From an optimization exercise on the open Yosys and OpenROAD flow, aimed at small area, a short achievable clock period and few clock cycles; shortcuts taken in it are not production practice.
No functional check of the RTL was part of this run.
No activity file was given, so power comes from the tool's default toggle rates.

--- config.mk ---
export PLATFORM = sky130hd
export DESIGN_NAME = sys_array_fetcher
export DESIGN_NICKNAME = sys_array_fetcher
export VERILOG_FILES = /design/flow/design.v
export SDC_FILE = /design/flow/constraint.sdc
export NUM_CORES = 4
export LEC_CHECK = 0
export CAP_MARGIN = 20
export CORE_MARGIN = 2
export CORE_UTILIZATION = 40
export SLEW_MARGIN = 20
export SYNTH_HIERARCHICAL = 1
--- constraint.sdc ---
create_clock -name core_clock -period 6.5 [get_ports {clock}]
set_input_delay 1.3000 -clock core_clock [delete_from_list [all_inputs] [get_ports {clock}]]
set_output_delay 1.3000 -clock core_clock [all_outputs]
set_load 0.01 [all_outputs]
--- design.v ---
module fa_cell (input a, input b, input c, output s, output co);
assign s = a ^ b ^ c;
assign co = (a & b) | (a & c) | (b & c);
endmodule
module ha_cell (input a, input b, output s, output co);
assign s = a ^ b;
assign co = a & b;
endmodule
module dot4_s1 (input [31:0] a, input [31:0] b, input [47:0] sel, output [34:0] cs);
wire s1_1 = ((sel[0] & a[0])) ^ sel[2];
wire s1_2 = ((sel[0] & a[1]) | (sel[1] & a[0])) ^ sel[2];
wire s1_3 = ((sel[0] & a[2]) | (sel[1] & a[1])) ^ sel[2];
wire s1_4 = ((sel[0] & a[3]) | (sel[1] & a[2])) ^ sel[2];
wire s1_5 = ((sel[0] & a[4]) | (sel[1] & a[3])) ^ sel[2];
wire s1_6 = ((sel[0] & a[5]) | (sel[1] & a[4])) ^ sel[2];
wire s1_7 = ((sel[0] & a[6]) | (sel[1] & a[5])) ^ sel[2];
wire s1_8 = ((sel[0] & a[7]) | (sel[1] & a[6])) ^ sel[2];
wire s1_9 = ~(((sel[0] & a[7]) | (sel[1] & a[7])) ^ sel[2]);
wire s1_10 = ((sel[3] & a[0])) ^ sel[5];
wire s1_11 = ((sel[3] & a[1]) | (sel[4] & a[0])) ^ sel[5];
wire s1_12 = ((sel[3] & a[2]) | (sel[4] & a[1])) ^ sel[5];
wire s1_13 = ((sel[3] & a[3]) | (sel[4] & a[2])) ^ sel[5];
wire s1_14 = ((sel[3] & a[4]) | (sel[4] & a[3])) ^ sel[5];
wire s1_15 = ((sel[3] & a[5]) | (sel[4] & a[4])) ^ sel[5];
wire s1_16 = ((sel[3] & a[6]) | (sel[4] & a[5])) ^ sel[5];
wire s1_17 = ((sel[3] & a[7]) | (sel[4] & a[6])) ^ sel[5];
wire s1_18 = ~(((sel[3] & a[7]) | (sel[4] & a[7])) ^ sel[5]);
wire s1_19 = ((sel[6] & a[0])) ^ sel[8];
wire s1_20 = ((sel[6] & a[1]) | (sel[7] & a[0])) ^ sel[8];
wire s1_21 = ((sel[6] & a[2]) | (sel[7] & a[1])) ^ sel[8];
wire s1_22 = ((sel[6] & a[3]) | (sel[7] & a[2])) ^ sel[8];
wire s1_23 = ((sel[6] & a[4]) | (sel[7] & a[3])) ^ sel[8];
wire s1_24 = ((sel[6] & a[5]) | (sel[7] & a[4])) ^ sel[8];
wire s1_25 = ((sel[6] & a[6]) | (sel[7] & a[5])) ^ sel[8];
wire s1_26 = ((sel[6] & a[7]) | (sel[7] & a[6])) ^ sel[8];
wire s1_27 = ~(((sel[6] & a[7]) | (sel[7] & a[7])) ^ sel[8]);
wire s1_28 = ((sel[9] & a[0])) ^ sel[11];
wire s1_29 = ((sel[9] & a[1]) | (sel[10] & a[0])) ^ sel[11];
wire s1_30 = ((sel[9] & a[2]) | (sel[10] & a[1])) ^ sel[11];
wire s1_31 = ((sel[9] & a[3]) | (sel[10] & a[2])) ^ sel[11];
wire s1_32 = ((sel[9] & a[4]) | (sel[10] & a[3])) ^ sel[11];
wire s1_33 = ((sel[9] & a[5]) | (sel[10] & a[4])) ^ sel[11];
wire s1_34 = ((sel[9] & a[6]) | (sel[10] & a[5])) ^ sel[11];
wire s1_35 = ((sel[9] & a[7]) | (sel[10] & a[6])) ^ sel[11];
wire s1_36 = ~(((sel[9] & a[7]) | (sel[10] & a[7])) ^ sel[11]);
wire s1_37 = ((sel[12] & a[8])) ^ sel[14];
wire s1_38 = ((sel[12] & a[9]) | (sel[13] & a[8])) ^ sel[14];
wire s1_39 = ((sel[12] & a[10]) | (sel[13] & a[9])) ^ sel[14];
wire s1_40 = ((sel[12] & a[11]) | (sel[13] & a[10])) ^ sel[14];
wire s1_41 = ((sel[12] & a[12]) | (sel[13] & a[11])) ^ sel[14];
wire s1_42 = ((sel[12] & a[13]) | (sel[13] & a[12])) ^ sel[14];
wire s1_43 = ((sel[12] & a[14]) | (sel[13] & a[13])) ^ sel[14];
wire s1_44 = ((sel[12] & a[15]) | (sel[13] & a[14])) ^ sel[14];
wire s1_45 = ~(((sel[12] & a[15]) | (sel[13] & a[15])) ^ sel[14]);
wire s1_46 = ((sel[15] & a[8])) ^ sel[17];
wire s1_47 = ((sel[15] & a[9]) | (sel[16] & a[8])) ^ sel[17];
wire s1_48 = ((sel[15] & a[10]) | (sel[16] & a[9])) ^ sel[17];
wire s1_49 = ((sel[15] & a[11]) | (sel[16] & a[10])) ^ sel[17];
wire s1_50 = ((sel[15] & a[12]) | (sel[16] & a[11])) ^ sel[17];
wire s1_51 = ((sel[15] & a[13]) | (sel[16] & a[12])) ^ sel[17];
wire s1_52 = ((sel[15] & a[14]) | (sel[16] & a[13])) ^ sel[17];
wire s1_53 = ((sel[15] & a[15]) | (sel[16] & a[14])) ^ sel[17];
wire s1_54 = ~(((sel[15] & a[15]) | (sel[16] & a[15])) ^ sel[17]);
wire s1_55 = ((sel[18] & a[8])) ^ sel[20];
wire s1_56 = ((sel[18] & a[9]) | (sel[19] & a[8])) ^ sel[20];
wire s1_57 = ((sel[18] & a[10]) | (sel[19] & a[9])) ^ sel[20];
wire s1_58 = ((sel[18] & a[11]) | (sel[19] & a[10])) ^ sel[20];
wire s1_59 = ((sel[18] & a[12]) | (sel[19] & a[11])) ^ sel[20];
wire s1_60 = ((sel[18] & a[13]) | (sel[19] & a[12])) ^ sel[20];
wire s1_61 = ((sel[18] & a[14]) | (sel[19] & a[13])) ^ sel[20];
wire s1_62 = ((sel[18] & a[15]) | (sel[19] & a[14])) ^ sel[20];
wire s1_63 = ~(((sel[18] & a[15]) | (sel[19] & a[15])) ^ sel[20]);
wire s1_64 = ((sel[21] & a[8])) ^ sel[23];
wire s1_65 = ((sel[21] & a[9]) | (sel[22] & a[8])) ^ sel[23];
wire s1_66 = ((sel[21] & a[10]) | (sel[22] & a[9])) ^ sel[23];
wire s1_67 = ((sel[21] & a[11]) | (sel[22] & a[10])) ^ sel[23];
wire s1_68 = ((sel[21] & a[12]) | (sel[22] & a[11])) ^ sel[23];
wire s1_69 = ((sel[21] & a[13]) | (sel[22] & a[12])) ^ sel[23];
wire s1_70 = ((sel[21] & a[14]) | (sel[22] & a[13])) ^ sel[23];
wire s1_71 = ((sel[21] & a[15]) | (sel[22] & a[14])) ^ sel[23];
wire s1_72 = ~(((sel[21] & a[15]) | (sel[22] & a[15])) ^ sel[23]);
wire s1_73 = ((sel[24] & a[16])) ^ sel[26];
wire s1_74 = ((sel[24] & a[17]) | (sel[25] & a[16])) ^ sel[26];
wire s1_75 = ((sel[24] & a[18]) | (sel[25] & a[17])) ^ sel[26];
wire s1_76 = ((sel[24] & a[19]) | (sel[25] & a[18])) ^ sel[26];
wire s1_77 = ((sel[24] & a[20]) | (sel[25] & a[19])) ^ sel[26];
wire s1_78 = ((sel[24] & a[21]) | (sel[25] & a[20])) ^ sel[26];
wire s1_79 = ((sel[24] & a[22]) | (sel[25] & a[21])) ^ sel[26];
wire s1_80 = ((sel[24] & a[23]) | (sel[25] & a[22])) ^ sel[26];
wire s1_81 = ~(((sel[24] & a[23]) | (sel[25] & a[23])) ^ sel[26]);
wire s1_82 = ((sel[27] & a[16])) ^ sel[29];
wire s1_83 = ((sel[27] & a[17]) | (sel[28] & a[16])) ^ sel[29];
wire s1_84 = ((sel[27] & a[18]) | (sel[28] & a[17])) ^ sel[29];
wire s1_85 = ((sel[27] & a[19]) | (sel[28] & a[18])) ^ sel[29];
wire s1_86 = ((sel[27] & a[20]) | (sel[28] & a[19])) ^ sel[29];
wire s1_87 = ((sel[27] & a[21]) | (sel[28] & a[20])) ^ sel[29];
wire s1_88 = ((sel[27] & a[22]) | (sel[28] & a[21])) ^ sel[29];
wire s1_89 = ((sel[27] & a[23]) | (sel[28] & a[22])) ^ sel[29];
wire s1_90 = ~(((sel[27] & a[23]) | (sel[28] & a[23])) ^ sel[29]);
wire s1_91 = ((sel[30] & a[16])) ^ sel[32];
wire s1_92 = ((sel[30] & a[17]) | (sel[31] & a[16])) ^ sel[32];
wire s1_93 = ((sel[30] & a[18]) | (sel[31] & a[17])) ^ sel[32];
wire s1_94 = ((sel[30] & a[19]) | (sel[31] & a[18])) ^ sel[32];
wire s1_95 = ((sel[30] & a[20]) | (sel[31] & a[19])) ^ sel[32];
wire s1_96 = ((sel[30] & a[21]) | (sel[31] & a[20])) ^ sel[32];
wire s1_97 = ((sel[30] & a[22]) | (sel[31] & a[21])) ^ sel[32];
wire s1_98 = ((sel[30] & a[23]) | (sel[31] & a[22])) ^ sel[32];
wire s1_99 = ~(((sel[30] & a[23]) | (sel[31] & a[23])) ^ sel[32]);
wire s1_100 = ((sel[33] & a[16])) ^ sel[35];
wire s1_101 = ((sel[33] & a[17]) | (sel[34] & a[16])) ^ sel[35];
wire s1_102 = ((sel[33] & a[18]) | (sel[34] & a[17])) ^ sel[35];
wire s1_103 = ((sel[33] & a[19]) | (sel[34] & a[18])) ^ sel[35];
wire s1_104 = ((sel[33] & a[20]) | (sel[34] & a[19])) ^ sel[35];
wire s1_105 = ((sel[33] & a[21]) | (sel[34] & a[20])) ^ sel[35];
wire s1_106 = ((sel[33] & a[22]) | (sel[34] & a[21])) ^ sel[35];
wire s1_107 = ((sel[33] & a[23]) | (sel[34] & a[22])) ^ sel[35];
wire s1_108 = ~(((sel[33] & a[23]) | (sel[34] & a[23])) ^ sel[35]);
wire s1_109 = ((sel[36] & a[24])) ^ sel[38];
wire s1_110 = ((sel[36] & a[25]) | (sel[37] & a[24])) ^ sel[38];
wire s1_111 = ((sel[36] & a[26]) | (sel[37] & a[25])) ^ sel[38];
wire s1_112 = ((sel[36] & a[27]) | (sel[37] & a[26])) ^ sel[38];
wire s1_113 = ((sel[36] & a[28]) | (sel[37] & a[27])) ^ sel[38];
wire s1_114 = ((sel[36] & a[29]) | (sel[37] & a[28])) ^ sel[38];
wire s1_115 = ((sel[36] & a[30]) | (sel[37] & a[29])) ^ sel[38];
wire s1_116 = ((sel[36] & a[31]) | (sel[37] & a[30])) ^ sel[38];
wire s1_117 = ~(((sel[36] & a[31]) | (sel[37] & a[31])) ^ sel[38]);
wire s1_118 = ((sel[39] & a[24])) ^ sel[41];
wire s1_119 = ((sel[39] & a[25]) | (sel[40] & a[24])) ^ sel[41];
wire s1_120 = ((sel[39] & a[26]) | (sel[40] & a[25])) ^ sel[41];
wire s1_121 = ((sel[39] & a[27]) | (sel[40] & a[26])) ^ sel[41];
wire s1_122 = ((sel[39] & a[28]) | (sel[40] & a[27])) ^ sel[41];
wire s1_123 = ((sel[39] & a[29]) | (sel[40] & a[28])) ^ sel[41];
wire s1_124 = ((sel[39] & a[30]) | (sel[40] & a[29])) ^ sel[41];
wire s1_125 = ((sel[39] & a[31]) | (sel[40] & a[30])) ^ sel[41];
wire s1_126 = ~(((sel[39] & a[31]) | (sel[40] & a[31])) ^ sel[41]);
wire s1_127 = ((sel[42] & a[24])) ^ sel[44];
wire s1_128 = ((sel[42] & a[25]) | (sel[43] & a[24])) ^ sel[44];
wire s1_129 = ((sel[42] & a[26]) | (sel[43] & a[25])) ^ sel[44];
wire s1_130 = ((sel[42] & a[27]) | (sel[43] & a[26])) ^ sel[44];
wire s1_131 = ((sel[42] & a[28]) | (sel[43] & a[27])) ^ sel[44];
wire s1_132 = ((sel[42] & a[29]) | (sel[43] & a[28])) ^ sel[44];
wire s1_133 = ((sel[42] & a[30]) | (sel[43] & a[29])) ^ sel[44];
wire s1_134 = ((sel[42] & a[31]) | (sel[43] & a[30])) ^ sel[44];
wire s1_135 = ~(((sel[42] & a[31]) | (sel[43] & a[31])) ^ sel[44]);
wire s1_136 = ((sel[45] & a[24])) ^ sel[47];
wire s1_137 = ((sel[45] & a[25]) | (sel[46] & a[24])) ^ sel[47];
wire s1_138 = ((sel[45] & a[26]) | (sel[46] & a[25])) ^ sel[47];
wire s1_139 = ((sel[45] & a[27]) | (sel[46] & a[26])) ^ sel[47];
wire s1_140 = ((sel[45] & a[28]) | (sel[46] & a[27])) ^ sel[47];
wire s1_141 = ((sel[45] & a[29]) | (sel[46] & a[28])) ^ sel[47];
wire s1_142 = ((sel[45] & a[30]) | (sel[46] & a[29])) ^ sel[47];
wire s1_143 = ((sel[45] & a[31]) | (sel[46] & a[30])) ^ sel[47];
wire s1_144 = ~(((sel[45] & a[31]) | (sel[46] & a[31])) ^ sel[47]);
wire s1_145, s1_146;
fa_cell s1_145_u (.a(sel[26]), .b(sel[14]), .c(sel[2]), .s(s1_145), .co(s1_146));
wire s1_147, s1_148;
fa_cell s1_147_u (.a(s1_37), .b(s1_1), .c(sel[38]), .s(s1_147), .co(s1_148));
wire s1_149, s1_150;
fa_cell s1_149_u (.a(s1_145), .b(s1_109), .c(s1_73), .s(s1_149), .co(s1_150));
wire s1_151, s1_152;
ha_cell s1_151_u (.a(s1_149), .b(s1_147), .s(s1_151), .co(s1_152));
wire s1_153, s1_154;
fa_cell s1_153_u (.a(s1_74), .b(s1_38), .c(s1_2), .s(s1_153), .co(s1_154));
wire s1_155, s1_156;
fa_cell s1_155_u (.a(s1_148), .b(s1_146), .c(s1_110), .s(s1_155), .co(s1_156));
wire s1_157, s1_158;
fa_cell s1_157_u (.a(s1_152), .b(s1_150), .c(s1_153), .s(s1_157), .co(s1_158));
wire s1_159, s1_160;
ha_cell s1_159_u (.a(s1_157), .b(s1_155), .s(s1_159), .co(s1_160));
wire s1_161, s1_162;
fa_cell s1_161_u (.a(sel[29]), .b(sel[17]), .c(sel[5]), .s(s1_161), .co(s1_162));
wire s1_163, s1_164;
fa_cell s1_163_u (.a(s1_10), .b(s1_3), .c(sel[41]), .s(s1_163), .co(s1_164));
wire s1_165, s1_166;
fa_cell s1_165_u (.a(s1_75), .b(s1_46), .c(s1_39), .s(s1_165), .co(s1_166));
wire s1_167, s1_168;
fa_cell s1_167_u (.a(s1_118), .b(s1_111), .c(s1_82), .s(s1_167), .co(s1_168));
wire s1_169, s1_170;
fa_cell s1_169_u (.a(s1_163), .b(s1_154), .c(s1_161), .s(s1_169), .co(s1_170));
wire s1_171, s1_172;
fa_cell s1_171_u (.a(s1_156), .b(s1_167), .c(s1_165), .s(s1_171), .co(s1_172));
wire s1_173, s1_174;
fa_cell s1_173_u (.a(s1_171), .b(s1_158), .c(s1_169), .s(s1_173), .co(s1_174));
wire s1_175, s1_176;
ha_cell s1_175_u (.a(s1_173), .b(s1_160), .s(s1_175), .co(s1_176));
wire s1_177, s1_178;
fa_cell s1_177_u (.a(s1_40), .b(s1_11), .c(s1_4), .s(s1_177), .co(s1_178));
wire s1_179, s1_180;
fa_cell s1_179_u (.a(s1_83), .b(s1_76), .c(s1_47), .s(s1_179), .co(s1_180));
wire s1_181, s1_182;
fa_cell s1_181_u (.a(s1_162), .b(s1_119), .c(s1_112), .s(s1_181), .co(s1_182));
wire s1_183, s1_184;
fa_cell s1_183_u (.a(s1_168), .b(s1_166), .c(s1_164), .s(s1_183), .co(s1_184));
wire s1_185, s1_186;
fa_cell s1_185_u (.a(s1_181), .b(s1_179), .c(s1_177), .s(s1_185), .co(s1_186));
wire s1_187, s1_188;
fa_cell s1_187_u (.a(s1_185), .b(s1_183), .c(s1_170), .s(s1_187), .co(s1_188));
wire s1_189, s1_190;
fa_cell s1_189_u (.a(s1_174), .b(s1_187), .c(s1_172), .s(s1_189), .co(s1_190));
wire s1_191, s1_192;
ha_cell s1_191_u (.a(s1_189), .b(s1_176), .s(s1_191), .co(s1_192));
wire s1_193, s1_194;
fa_cell s1_193_u (.a(sel[32]), .b(sel[20]), .c(sel[8]), .s(s1_193), .co(s1_194));
wire s1_195, s1_196;
fa_cell s1_195_u (.a(s1_12), .b(s1_5), .c(sel[44]), .s(s1_195), .co(s1_196));
wire s1_197, s1_198;
fa_cell s1_197_u (.a(s1_48), .b(s1_41), .c(s1_19), .s(s1_197), .co(s1_198));
wire s1_199, s1_200;
fa_cell s1_199_u (.a(s1_84), .b(s1_77), .c(s1_55), .s(s1_199), .co(s1_200));
wire s1_201, s1_202;
fa_cell s1_201_u (.a(s1_120), .b(s1_113), .c(s1_91), .s(s1_201), .co(s1_202));
wire s1_203, s1_204;
fa_cell s1_203_u (.a(s1_178), .b(s1_193), .c(s1_127), .s(s1_203), .co(s1_204));
wire s1_205, s1_206;
fa_cell s1_205_u (.a(s1_197), .b(s1_195), .c(s1_180), .s(s1_205), .co(s1_206));
wire s1_207, s1_208;
fa_cell s1_207_u (.a(s1_182), .b(s1_201), .c(s1_199), .s(s1_207), .co(s1_208));
wire s1_209, s1_210;
fa_cell s1_209_u (.a(s1_205), .b(s1_203), .c(s1_184), .s(s1_209), .co(s1_210));
wire s1_211, s1_212;
fa_cell s1_211_u (.a(s1_209), .b(s1_207), .c(s1_186), .s(s1_211), .co(s1_212));
wire s1_213, s1_214;
fa_cell s1_213_u (.a(s1_20), .b(s1_13), .c(s1_6), .s(s1_213), .co(s1_214));
wire s1_215, s1_216;
fa_cell s1_215_u (.a(s1_56), .b(s1_49), .c(s1_42), .s(s1_215), .co(s1_216));
wire s1_217, s1_218;
fa_cell s1_217_u (.a(s1_92), .b(s1_85), .c(s1_78), .s(s1_217), .co(s1_218));
wire s1_219, s1_220;
fa_cell s1_219_u (.a(s1_128), .b(s1_121), .c(s1_114), .s(s1_219), .co(s1_220));
wire s1_221, s1_222;
fa_cell s1_221_u (.a(s1_198), .b(s1_196), .c(s1_194), .s(s1_221), .co(s1_222));
wire s1_223, s1_224;
fa_cell s1_223_u (.a(s1_213), .b(s1_202), .c(s1_200), .s(s1_223), .co(s1_224));
wire s1_225, s1_226;
fa_cell s1_225_u (.a(s1_219), .b(s1_217), .c(s1_215), .s(s1_225), .co(s1_226));
wire s1_227, s1_228;
fa_cell s1_227_u (.a(s1_221), .b(s1_206), .c(s1_204), .s(s1_227), .co(s1_228));
wire s1_229, s1_230;
fa_cell s1_229_u (.a(s1_208), .b(s1_225), .c(s1_223), .s(s1_229), .co(s1_230));
wire s1_231, s1_232;
fa_cell s1_231_u (.a(s1_229), .b(s1_210), .c(s1_227), .s(s1_231), .co(s1_232));
wire s1_233, s1_234;
fa_cell s1_233_u (.a(sel[35]), .b(sel[23]), .c(sel[11]), .s(s1_233), .co(s1_234));
wire s1_235, s1_236;
fa_cell s1_235_u (.a(s1_14), .b(s1_7), .c(sel[47]), .s(s1_235), .co(s1_236));
wire s1_237, s1_238;
fa_cell s1_237_u (.a(s1_43), .b(s1_28), .c(s1_21), .s(s1_237), .co(s1_238));
wire s1_239, s1_240;
fa_cell s1_239_u (.a(s1_64), .b(s1_57), .c(s1_50), .s(s1_239), .co(s1_240));
wire s1_241, s1_242;
fa_cell s1_241_u (.a(s1_93), .b(s1_86), .c(s1_79), .s(s1_241), .co(s1_242));
wire s1_243, s1_244;
fa_cell s1_243_u (.a(s1_122), .b(s1_115), .c(s1_100), .s(s1_243), .co(s1_244));
wire s1_245, s1_246;
fa_cell s1_245_u (.a(s1_233), .b(s1_136), .c(s1_129), .s(s1_245), .co(s1_246));
wire s1_247, s1_248;
fa_cell s1_247_u (.a(s1_218), .b(s1_216), .c(s1_214), .s(s1_247), .co(s1_248));
wire s1_249, s1_250;
fa_cell s1_249_u (.a(s1_237), .b(s1_235), .c(s1_220), .s(s1_249), .co(s1_250));
wire s1_251, s1_252;
fa_cell s1_251_u (.a(s1_243), .b(s1_241), .c(s1_239), .s(s1_251), .co(s1_252));
wire s1_253, s1_254;
fa_cell s1_253_u (.a(s1_224), .b(s1_222), .c(s1_245), .s(s1_253), .co(s1_254));
wire s1_255, s1_256;
fa_cell s1_255_u (.a(s1_249), .b(s1_247), .c(s1_226), .s(s1_255), .co(s1_256));
wire s1_257, s1_258;
fa_cell s1_257_u (.a(s1_253), .b(s1_228), .c(s1_251), .s(s1_257), .co(s1_258));
wire s1_259, s1_260;
fa_cell s1_259_u (.a(s1_257), .b(s1_255), .c(s1_230), .s(s1_259), .co(s1_260));
wire s1_261, s1_262;
fa_cell s1_261_u (.a(s1_22), .b(s1_15), .c(s1_8), .s(s1_261), .co(s1_262));
wire s1_263, s1_264;
fa_cell s1_263_u (.a(s1_51), .b(s1_44), .c(s1_29), .s(s1_263), .co(s1_264));
wire s1_265, s1_266;
fa_cell s1_265_u (.a(s1_80), .b(s1_65), .c(s1_58), .s(s1_265), .co(s1_266));
wire s1_267, s1_268;
fa_cell s1_267_u (.a(s1_101), .b(s1_94), .c(s1_87), .s(s1_267), .co(s1_268));
wire s1_269, s1_270;
fa_cell s1_269_u (.a(s1_130), .b(s1_123), .c(s1_116), .s(s1_269), .co(s1_270));
wire s1_271, s1_272;
fa_cell s1_271_u (.a(s1_236), .b(s1_234), .c(s1_137), .s(s1_271), .co(s1_272));
wire s1_273, s1_274;
fa_cell s1_273_u (.a(s1_242), .b(s1_240), .c(s1_238), .s(s1_273), .co(s1_274));
wire s1_275, s1_276;
fa_cell s1_275_u (.a(s1_263), .b(s1_261), .c(s1_244), .s(s1_275), .co(s1_276));
wire s1_277, s1_278;
fa_cell s1_277_u (.a(s1_269), .b(s1_267), .c(s1_265), .s(s1_277), .co(s1_278));
wire s1_279, s1_280;
fa_cell s1_279_u (.a(s1_250), .b(s1_248), .c(s1_246), .s(s1_279), .co(s1_280));
wire s1_281, s1_282;
fa_cell s1_281_u (.a(s1_273), .b(s1_271), .c(s1_252), .s(s1_281), .co(s1_282));
wire s1_283, s1_284;
fa_cell s1_283_u (.a(s1_254), .b(s1_277), .c(s1_275), .s(s1_283), .co(s1_284));
wire s1_285, s1_286;
fa_cell s1_285_u (.a(s1_256), .b(s1_281), .c(s1_279), .s(s1_285), .co(s1_286));
wire s1_287, s1_288;
fa_cell s1_287_u (.a(s1_285), .b(s1_258), .c(s1_283), .s(s1_287), .co(s1_288));
wire s1_289, s1_290;
fa_cell s1_289_u (.a(s1_23), .b(s1_16), .c(s1_9), .s(s1_289), .co(s1_290));
wire s1_291, s1_292;
fa_cell s1_291_u (.a(s1_52), .b(s1_45), .c(s1_30), .s(s1_291), .co(s1_292));
wire s1_293, s1_294;
fa_cell s1_293_u (.a(s1_81), .b(s1_66), .c(s1_59), .s(s1_293), .co(s1_294));
wire s1_295, s1_296;
fa_cell s1_295_u (.a(s1_102), .b(s1_95), .c(s1_88), .s(s1_295), .co(s1_296));
wire s1_297, s1_298;
fa_cell s1_297_u (.a(s1_131), .b(s1_124), .c(s1_117), .s(s1_297), .co(s1_298));
wire s1_299, s1_300;
fa_cell s1_299_u (.a(s1_264), .b(s1_262), .c(s1_138), .s(s1_299), .co(s1_300));
wire s1_301, s1_302;
fa_cell s1_301_u (.a(s1_270), .b(s1_268), .c(s1_266), .s(s1_301), .co(s1_302));
wire s1_303, s1_304;
fa_cell s1_303_u (.a(s1_293), .b(s1_291), .c(s1_289), .s(s1_303), .co(s1_304));
wire s1_305, s1_306;
fa_cell s1_305_u (.a(s1_272), .b(s1_297), .c(s1_295), .s(s1_305), .co(s1_306));
wire s1_307, s1_308;
fa_cell s1_307_u (.a(s1_278), .b(s1_276), .c(s1_274), .s(s1_307), .co(s1_308));
wire s1_309, s1_310;
fa_cell s1_309_u (.a(s1_303), .b(s1_301), .c(s1_299), .s(s1_309), .co(s1_310));
wire s1_311, s1_312;
fa_cell s1_311_u (.a(s1_305), .b(s1_282), .c(s1_280), .s(s1_311), .co(s1_312));
wire s1_313, s1_314;
fa_cell s1_313_u (.a(s1_284), .b(s1_309), .c(s1_307), .s(s1_313), .co(s1_314));
wire s1_315, s1_316;
fa_cell s1_315_u (.a(s1_31), .b(s1_24), .c(s1_17), .s(s1_315), .co(s1_316));
wire s1_317, s1_318;
fa_cell s1_317_u (.a(s1_67), .b(s1_60), .c(s1_53), .s(s1_317), .co(s1_318));
wire s1_319, s1_320;
fa_cell s1_319_u (.a(s1_103), .b(s1_96), .c(s1_89), .s(s1_319), .co(s1_320));
wire s1_321, s1_322;
fa_cell s1_321_u (.a(s1_139), .b(s1_132), .c(s1_125), .s(s1_321), .co(s1_322));
wire s1_323, s1_324;
fa_cell s1_323_u (.a(s1_294), .b(s1_292), .c(s1_290), .s(s1_323), .co(s1_324));
wire s1_325, s1_326;
fa_cell s1_325_u (.a(s1_315), .b(s1_298), .c(s1_296), .s(s1_325), .co(s1_326));
wire s1_327, s1_328;
fa_cell s1_327_u (.a(s1_321), .b(s1_319), .c(s1_317), .s(s1_327), .co(s1_328));
wire s1_329, s1_330;
fa_cell s1_329_u (.a(s1_304), .b(s1_302), .c(s1_300), .s(s1_329), .co(s1_330));
wire s1_331, s1_332;
fa_cell s1_331_u (.a(s1_327), .b(s1_325), .c(s1_323), .s(s1_331), .co(s1_332));
wire s1_333, s1_334;
fa_cell s1_333_u (.a(s1_329), .b(s1_308), .c(s1_306), .s(s1_333), .co(s1_334));
wire s1_335, s1_336;
fa_cell s1_335_u (.a(s1_312), .b(s1_331), .c(s1_310), .s(s1_335), .co(s1_336));
wire s1_337, s1_338;
ha_cell s1_337_u (.a(s1_314), .b(s1_333), .s(s1_337), .co(s1_338));
wire s1_339, s1_340;
assign s1_339 = ~(s1_25 ^ s1_18);
assign s1_340 = s1_25 | s1_18;
wire s1_341, s1_342;
fa_cell s1_341_u (.a(s1_61), .b(s1_54), .c(s1_32), .s(s1_341), .co(s1_342));
wire s1_343, s1_344;
fa_cell s1_343_u (.a(s1_97), .b(s1_90), .c(s1_68), .s(s1_343), .co(s1_344));
wire s1_345, s1_346;
fa_cell s1_345_u (.a(s1_133), .b(s1_126), .c(s1_104), .s(s1_345), .co(s1_346));
wire s1_347, s1_348;
fa_cell s1_347_u (.a(s1_318), .b(s1_316), .c(s1_140), .s(s1_347), .co(s1_348));
wire s1_349, s1_350;
fa_cell s1_349_u (.a(s1_339), .b(s1_322), .c(s1_320), .s(s1_349), .co(s1_350));
wire s1_351, s1_352;
fa_cell s1_351_u (.a(s1_345), .b(s1_343), .c(s1_341), .s(s1_351), .co(s1_352));
wire s1_353, s1_354;
fa_cell s1_353_u (.a(s1_328), .b(s1_326), .c(s1_324), .s(s1_353), .co(s1_354));
wire s1_355, s1_356;
fa_cell s1_355_u (.a(s1_351), .b(s1_349), .c(s1_347), .s(s1_355), .co(s1_356));
wire s1_357, s1_358;
fa_cell s1_357_u (.a(s1_332), .b(s1_353), .c(s1_330), .s(s1_357), .co(s1_358));
wire s1_359, s1_360;
fa_cell s1_359_u (.a(s1_357), .b(s1_334), .c(s1_355), .s(s1_359), .co(s1_360));
wire s1_361, s1_362;
assign s1_361 = ~(s1_33 ^ s1_26);
assign s1_362 = s1_33 | s1_26;
wire s1_363, s1_364;
fa_cell s1_363_u (.a(s1_98), .b(s1_69), .c(s1_62), .s(s1_363), .co(s1_364));
wire s1_365, s1_366;
fa_cell s1_365_u (.a(s1_141), .b(s1_134), .c(s1_105), .s(s1_365), .co(s1_366));
wire s1_367, s1_368;
fa_cell s1_367_u (.a(s1_344), .b(s1_342), .c(s1_340), .s(s1_367), .co(s1_368));
wire s1_369, s1_370;
fa_cell s1_369_u (.a(s1_363), .b(s1_361), .c(s1_346), .s(s1_369), .co(s1_370));
wire s1_371, s1_372;
fa_cell s1_371_u (.a(s1_350), .b(s1_348), .c(s1_365), .s(s1_371), .co(s1_372));
wire s1_373, s1_374;
fa_cell s1_373_u (.a(s1_369), .b(s1_367), .c(s1_352), .s(s1_373), .co(s1_374));
wire s1_375, s1_376;
fa_cell s1_375_u (.a(s1_356), .b(s1_371), .c(s1_354), .s(s1_375), .co(s1_376));
wire s1_377, s1_378;
fa_cell s1_377_u (.a(s1_375), .b(s1_358), .c(s1_373), .s(s1_377), .co(s1_378));
wire s1_379, s1_380;
fa_cell s1_379_u (.a(s1_63), .b(s1_34), .c(s1_27), .s(s1_379), .co(s1_380));
wire s1_381, s1_382;
fa_cell s1_381_u (.a(s1_106), .b(s1_99), .c(s1_70), .s(s1_381), .co(s1_382));
wire s1_383, s1_384;
fa_cell s1_383_u (.a(s1_362), .b(s1_142), .c(s1_135), .s(s1_383), .co(s1_384));
wire s1_385, s1_386;
fa_cell s1_385_u (.a(s1_379), .b(s1_366), .c(s1_364), .s(s1_385), .co(s1_386));
wire s1_387, s1_388;
fa_cell s1_387_u (.a(s1_370), .b(s1_368), .c(s1_381), .s(s1_387), .co(s1_388));
wire s1_389, s1_390;
fa_cell s1_389_u (.a(s1_372), .b(s1_385), .c(s1_383), .s(s1_389), .co(s1_390));
wire s1_391, s1_392;
fa_cell s1_391_u (.a(s1_389), .b(s1_374), .c(s1_387), .s(s1_391), .co(s1_392));
wire s1_393, s1_394;
ha_cell s1_393_u (.a(s1_391), .b(s1_376), .s(s1_393), .co(s1_394));
wire s1_395, s1_396;
assign s1_395 = ~(s1_71 ^ s1_35);
assign s1_396 = s1_71 | s1_35;
wire s1_397, s1_398;
fa_cell s1_397_u (.a(s1_380), .b(s1_143), .c(s1_107), .s(s1_397), .co(s1_398));
wire s1_399, s1_400;
fa_cell s1_399_u (.a(s1_384), .b(s1_395), .c(s1_382), .s(s1_399), .co(s1_400));
wire s1_401, s1_402;
fa_cell s1_401_u (.a(s1_388), .b(s1_397), .c(s1_386), .s(s1_401), .co(s1_402));
wire s1_403, s1_404;
fa_cell s1_403_u (.a(s1_401), .b(s1_390), .c(s1_399), .s(s1_403), .co(s1_404));
wire s1_405, s1_406;
ha_cell s1_405_u (.a(s1_403), .b(s1_392), .s(s1_405), .co(s1_406));
wire s1_407, s1_408;
fa_cell s1_407_u (.a(s1_108), .b(s1_72), .c(s1_36), .s(s1_407), .co(s1_408));
wire s1_409, s1_410;
fa_cell s1_409_u (.a(s1_407), .b(s1_396), .c(s1_144), .s(s1_409), .co(s1_410));
wire s1_411, s1_412;
fa_cell s1_411_u (.a(s1_400), .b(s1_409), .c(s1_398), .s(s1_411), .co(s1_412));
wire s1_413 = s1_410 ^ s1_408 ^ 1'b1;
assign cs[0] = s1_151;
assign cs[1] = s1_159;
assign cs[2] = s1_175;
assign cs[3] = s1_191;
assign cs[4] = s1_188;
assign cs[5] = s1_211;
assign cs[6] = s1_190;
assign cs[7] = s1_192;
assign cs[8] = s1_212;
assign cs[9] = s1_231;
assign cs[10] = s1_232;
assign cs[11] = s1_259;
assign cs[12] = s1_260;
assign cs[13] = s1_287;
assign cs[14] = s1_286;
assign cs[15] = s1_311;
assign cs[16] = s1_313;
assign cs[17] = s1_288;
assign cs[18] = s1_335;
assign cs[19] = s1_337;
assign cs[20] = s1_336;
assign cs[21] = s1_359;
assign cs[22] = s1_338;
assign cs[23] = s1_360;
assign cs[24] = s1_377;
assign cs[25] = s1_378;
assign cs[26] = s1_393;
assign cs[27] = s1_394;
assign cs[28] = s1_405;
assign cs[29] = s1_402;
assign cs[30] = s1_411;
assign cs[31] = s1_404;
assign cs[32] = s1_406;
assign cs[33] = s1_413;
assign cs[34] = s1_412;
endmodule
module dot4_s2 (input [34:0] cs, output [15:0] y);
wire s2_1, s2_2;
fa_cell s2_1_u (.a(cs[6]), .b(cs[5]), .c(cs[4]), .s(s2_1), .co(s2_2));
wire s2_3, s2_4;
ha_cell s2_3_u (.a(cs[9]), .b(cs[8]), .s(s2_3), .co(s2_4));
wire s2_5, s2_6;
ha_cell s2_5_u (.a(cs[11]), .b(cs[10]), .s(s2_5), .co(s2_6));
wire s2_7, s2_8;
ha_cell s2_7_u (.a(cs[13]), .b(cs[12]), .s(s2_7), .co(s2_8));
wire s2_9, s2_10;
fa_cell s2_9_u (.a(cs[16]), .b(cs[15]), .c(cs[14]), .s(s2_9), .co(s2_10));
wire s2_11, s2_12;
ha_cell s2_11_u (.a(s2_8), .b(cs[17]), .s(s2_11), .co(s2_12));
wire s2_13, s2_14;
fa_cell s2_13_u (.a(s2_10), .b(cs[19]), .c(cs[18]), .s(s2_13), .co(s2_14));
wire s2_15, s2_16;
fa_cell s2_15_u (.a(cs[22]), .b(cs[21]), .c(cs[20]), .s(s2_15), .co(s2_16));
wire s2_17, s2_18;
ha_cell s2_17_u (.a(cs[24]), .b(cs[23]), .s(s2_17), .co(s2_18));
wire s2_19, s2_20;
ha_cell s2_19_u (.a(cs[26]), .b(cs[25]), .s(s2_19), .co(s2_20));
wire s2_21, s2_22;
ha_cell s2_21_u (.a(cs[28]), .b(cs[27]), .s(s2_21), .co(s2_22));
wire s2_23, s2_24;
fa_cell s2_23_u (.a(cs[31]), .b(cs[30]), .c(cs[29]), .s(s2_23), .co(s2_24));
wire s2_25, s2_26;
ha_cell s2_25_u (.a(s2_22), .b(cs[32]), .s(s2_25), .co(s2_26));
wire s2_27 = s2_24 ^ cs[34] ^ cs[33];
wire [11:0] r0 = {s2_26, s2_23, s2_20, s2_18, s2_17, s2_15, s2_12, s2_9, s2_6, s2_4, s2_3, cs[7]};
wire [11:0] r1 = {s2_27, s2_25, s2_21, s2_19, s2_16, s2_14, s2_13, s2_11, s2_7, s2_5, s2_2, s2_1};
assign y = {r0 + r1, cs[3], cs[2], cs[1], cs[0]};
endmodule
module sys_array_fetcher
#(parameter DATA_WIDTH=8,
parameter ARRAY_W=4,
parameter ARRAY_L=4)
(input  clock,
    input  reset_n,
    input  load_params,
    input  start_comp,
    input  [DATA_WIDTH*ARRAY_W*ARRAY_L - 1:0] input_data_a,
    input  [DATA_WIDTH*ARRAY_W*ARRAY_L - 1:0] input_data_b,
    output reg ready,
    output [2*DATA_WIDTH*ARRAY_W*ARRAY_W-1:0] out_data);
localparam CSW = 35;
reg [127:0] param;                
reg [16*CSW-1:0] cs;              
wire [16*CSW-1:0] cs_next;
wire [191:0] sel;                 
genvar i, j;
generate
    for (i = 0; i < 64; i = i + 1) begin : booth
        wire b1 = param[2*i+1];
        wire b0 = param[2*i];
        wire bm;
        if (i % 4 == 0) begin : lsb
            assign bm = 1'b0;
        end else begin : mid
            assign bm = param[2*i-1];
        end
        assign sel[3*i]   = b0 ^ bm;
        assign sel[3*i+1] = (b1 & ~b0 & ~bm) | (~b1 & b0 & bm);
        assign sel[3*i+2] = b1 & ~(b0 & bm);
    end
endgenerate
generate
    for (i = 0; i < 4; i = i + 1) begin : row
        for (j = 0; j < 4; j = j + 1) begin : col
            dot4_s1 s1 (.a(input_data_a[32*j +: 32]), .b(param[32*i +: 32]), .sel(sel[48*i +: 48]),
                        .cs(cs_next[CSW*(4*i+j) +: CSW]));
            dot4_s2 s2 (.cs(cs[CSW*(4*i+j) +: CSW]), .y(out_data[16*(4*i+j) +: 16]));
        end
    end
endgenerate
always @(posedge clock) begin
    if (~reset_n) begin
        param <= 128'd0;
        ready <= 1'b0;
    end else begin
        if (load_params) param <= input_data_b;
        if (start_comp) ready <= 1'b1;
    end
    if (start_comp) cs <= cs_next;
end
endmodule
--- run.sh ---
#!/bin/bash
# synth_recipe.tcl (not shown) runs the flow's synth.tcl, then flattens the netlist and writes it again
# the make line also repeats each setting of config.mk as NAME=value (left out here)
make -C /OpenROAD-flow-scripts/flow DESIGN_CONFIG=/design/flow/config.mk WORK_HOME=/design/flow/orfs CLKGATE_MAP_FILE= SYNTH_SCRIPT=/design/flow/synth_recipe.tcl finish
==> impl_metrics.py <==
metrics = {
    "global_routing": {
        "first_global_vias": 102000,
        "grt_first_pass_wirelength_um": 757000,
        "globalRouteTotalUtil": 0.319,
        "grt_start_max_net_pins": 118,
        "grt.overflow.total": 0,
        "number_of_antenna_violations_at_the_first_check_in_global_routing": 48,
    },
    "drt": {
        "dr.pass1.iters": 9,
        "drtIter0Drc": 13200,
        "wirelength_um": 541000,
        "drt.antenna.violating_nets": 0,
        "wl_per_cell_um": 36.1,
        "route.detailed.vias_per_inst": 6.39,
        "detailroute.via_count": 96000,
        "route.detailed.drc": 0,
    },
    "finish": {
        "filler_cell_count": 30700,
        "layout-drive-gt1-share": 0.120,
        "combined_area_of_the_multi_input_logic_cells_mm2": 0.0962,
        "combined_flip_flop_and_latch_cell_area_mm2": 0.0194,
        "layout.nets": 13400,
        "layout-area-overhead-vs-synth_pct": 3.38,
    },
    "logic_synthesis": {
        "ys_types": 42,
        "synth-edff-count": 560,
        "syn-num-nets": 14200,
        "ys_top_cells_by_area": "sky130_fd_sc_hd__fa_1 (32%), sky130_fd_sc_hd__xnor2_1 (14%), sky130_fd_sc_hd__edfxtp_1 (13%), sky130_fd_sc_hd__a22oi_1 (8.7%), sky130_fd_sc_hd__buf_6 (6.5%)",
        "syn_area_mm2": 0.131,
        "cell_count_after_synthesis": 11300,
        "synth_seq_cells": 689,
        "post_synthesis_mean_instance_area_um2": 11.6,
        "ys_top_cells_by_count": "sky130_fd_sc_hd__xnor2_1 (2,096), sky130_fd_sc_hd__fa_1 (2,080), sky130_fd_sc_hd__a22oi_1 (1,520)",
        "post-synth-top-area-fraction": 0.317,
        "share_of_the_yosys_chip_area_belonging_to_registers": 0.148,
        "synth.yosys.warnings": 7,
        "async_flop_share": 0,
        "yosys.area.top_type": "sky130_fd_sc_hd__fa_1",
        "synth_most_common_cell": "sky130_fd_sc_hd__xnor2_1",
        "ys_dominant_reg_cell": "sky130_fd_sc_hd__edfxtp_1",
    },
    "cts": {
        "tritoncts": "done",
        "clock_tree.root_cell": "sky130_fd_sc_hd__clkbuf_16",
        "clock_tree.buffer_depth": 4,
        "cts-buffers-inserted": 98,
        "postCtsHoldBufs": 0,
        "clock_edge_transition_at_the_registers_on_the_reported_setup_and_hold_paths_ns": 0.06,
        "cts_repair_resize_count": 0,
        "cts_setup_buffers": 0,
        "htreeDepth": 3,
        "cts.sink_count": 689,
        "worst_skew_pair.late_latency_ns": 0.91,
    },
    "place": {
        "finalWeightedCongestion": 0.965,
        "portbufs": 516,
        "place.detailed.hpwl_um": 372000,
    },
    "timing": {
        "hold_violations": 0,
        "worst-slew-pin-transition_ns": 1.33,
        "setup_total_negative_slack_ns": 0,
        "setup_viol": 0,
        "achievable-frequency_ghz": 0.165,
        "fin_crit_sh": 0.930,
        "maxSlewViolCount": 0,
        "maxSlewHeadroom": 0.111,
        "clock_skew_ns": 0.0597,
        "finalCriticalPeriod_ns": 6.05,
        "finalHoldWorstSlack_ns": 0.466,
        "rsz0062_at_grt": "no",
    },
    "power_and_ir_drop": {
        "ir_worst_vdd_mv": 0.969,
        "p_per_area_mw_per_mm2": 624,
        "cellLeakagePower_nw": 49.4,
    },
    "floorplan": {
        "die_height_um": 577,
        "ios": 517,
        "start_util": 0.401,
        "rows": 210,
        "die_x_um": 577,
        "core_area_mm2": 0.327,
        "full_die_area_mm2": 0.333,
    },
    "run_status": {
        "run_status": "finished clean",
    },
    "critical_path": {
        "crit_path_start_kind": "register",
        "crit_arrival_ns": 4.75,
        "critPathRequiredTime_ns": 5.20,
        "critPathMaxStageDelay_ns": 0.81,
        "critical-path-slowest-cell": "sky130_fd_sc_hd__a311oi_1",
        "setup.worst_path.class": "reg -> out",
        "timing.critical_path.mode_cell": "sky130_fd_sc_hd__fa_1",
        "critical_path_peak_fanout": 4,
        "end_kind": "output pin",
        "timing.critical_path.cells": "fa_1 -> fa_1 -> ha_1 -> inv_2 -> a21o_1 -> a21boi_2 -> nor4_1 -> a311oi_1 -> clkdlybuf4s50_1",
    },
    "min_path": {
        "hold_path_class": "reg -> reg",
    },
    "job": {
        "max_cap_violations": 0,
    },
}
[area by class of cell]
class / count / area share
multi-input combinational: 8625 / 0.709
sequential: 689 / 0.143
timing repair buffer: 1032 / 0.0804
clock inverter: 56 / 0.00356
antenna: 14 / 0.000258
clock buffer: 123 / 0.0197
tap: 4346 / 0.0401
inverter: 128 / 0.00354
[flip-flops by register name, summed over array words and instances, names as in the netlist]
register  count
cs          560
ready         1
param       128
[logic make-up after synthesis]
kind of cell,share of synthesized area
fa+ha+maj,0.366
xor+xnor,0.166
compound gates,0.147
buf+inv,0.126
simple gates,0.0368
flops,0.148
mux,0.0110
[stage by stage]
| stage | util | worst slack, ns | area [µm²] | cells | total power [mW] |
|---|---|---|---|---|---|
| detailed placement | 0.405 | 0.844 | 132000 | 14800 | 78.5 |
| floorplan | - | 1.70 | 131000 | 11300 | 66.0 |
| global placement | 0.405 | 0.833 | 132000 | 14800 | 77.5 |
| CTS | 0.415 | 0.409 | 136000 | 15000 | 84.6 |
| global route | 0.415 | 0.344 | 136000 | 15000 | 91.1 |
| finish | 0.415 | 0.453 | 136000 | 15000 | 84.6 |
[Yosys stat by module (local to each module, per instance)]
module	cells inside	flip-flops and latches	copies in the design
dot4_s1	409	0	16
dot4_s2	79	0	16
fa_cell	1	0	2064
ha_cell	1	0	240
sys_array_fetcher	1230	689	1
[power breakdown]
part | internal, mW | switching [mW] | total, mW
logic | 30.4 | 37.7 | 68.1
clock network | 3.09 | 2.36 | 5.45
registers | 10.1 | 0.992 | 11.1
total | 43.5 | 41.1 | 84.6
[routing by layer]
metal  wire length (µm)  part of all wire  GRT usage
met5                258           0.00048          0
met4              38300             0.071      0.191
met3              73600              0.14      0.115
met2             230000              0.42      0.471
met1             199000              0.37      0.398
[critical path: cells and delay by family, from the launching register on]
| kind | cells | cell delay, ns |
|---|---|---|
| buffers and inverters | 2 | 0.77 |
| and+or+nand+nor | 1 | 0.07 |
| adders and majority gates | 3 | 1.42 |
| AOI/OAI and AO/OA | 3 | 1.22 |
| DFF | 1 | 0.39 |
[layout by cell type, fill, tap and decap left out, types with 112 or more instances in the layout]
cell type / count
sky130_fd_sc_hd__a21oi_1: 128
sky130_fd_sc_hd__a22oi_1: 1520
sky130_fd_sc_hd__a22oi_2: 272
sky130_fd_sc_hd__buf_12: 181
sky130_fd_sc_hd__buf_4: 338
sky130_fd_sc_hd__clkdlybuf4s50_1: 430
sky130_fd_sc_hd__edfxtp_1: 560
sky130_fd_sc_hd__fa_1: 2080
sky130_fd_sc_hd__ha_1: 482
sky130_fd_sc_hd__inv_1: 112
sky130_fd_sc_hd__mux2i_1: 144
sky130_fd_sc_hd__nand2_1: 351
sky130_fd_sc_hd__nand3_1: 128
sky130_fd_sc_hd__nor2b_1: 144
sky130_fd_sc_hd__o21ai_1: 256
sky130_fd_sc_hd__xnor2_1: 2096
sky130_fd_sc_hd__xor2_1: 384
[path summary, 6_finish.rpt]
kind	start	to	slack, ns	cells after the start
worst max-delay path	cs[156]$_DFFE_PP_	out_data[77]	0.45	9
worst min-delay path	ready$_SDFFE_PN0P_	ready$_SDFFE_PN0P_	0.47	1
worst max register to register	param[53]$_SDFFE_PN0P_	cs[269]$_DFFE_PP_	1.14	9
worst min register to register	ready$_SDFFE_PN0P_	ready$_SDFFE_PN0P_	0.47	1

## afterwards: timing with drivers on the ports
The results above use ideal ports. As a check the final layout listed here was re-extracted and re-timed, cells and wires unchanged. Step 1 assumes that a clkbuf_16 drives the clock port and a buf_2 every other input. Step 2, shift: input delay + t, output delay - t, t = (earliest + latest rising clock arrival at the registers) / 2. This alone moves slack from input paths to output paths. a / b / c = no drivers / after step 1 / after step 2; a / b = the first two.
t (ns): 0.963
setup WS [ns]: 0.453 / 0.363 / 0.728
clock arrival spread, ns: 0.068 / 0.067
pins driven straight from the clock port: 1
After both steps this run still meets setup and hold. The setup slack of this run moves by -0.090 ns with the drivers and by +0.275 ns with both steps.
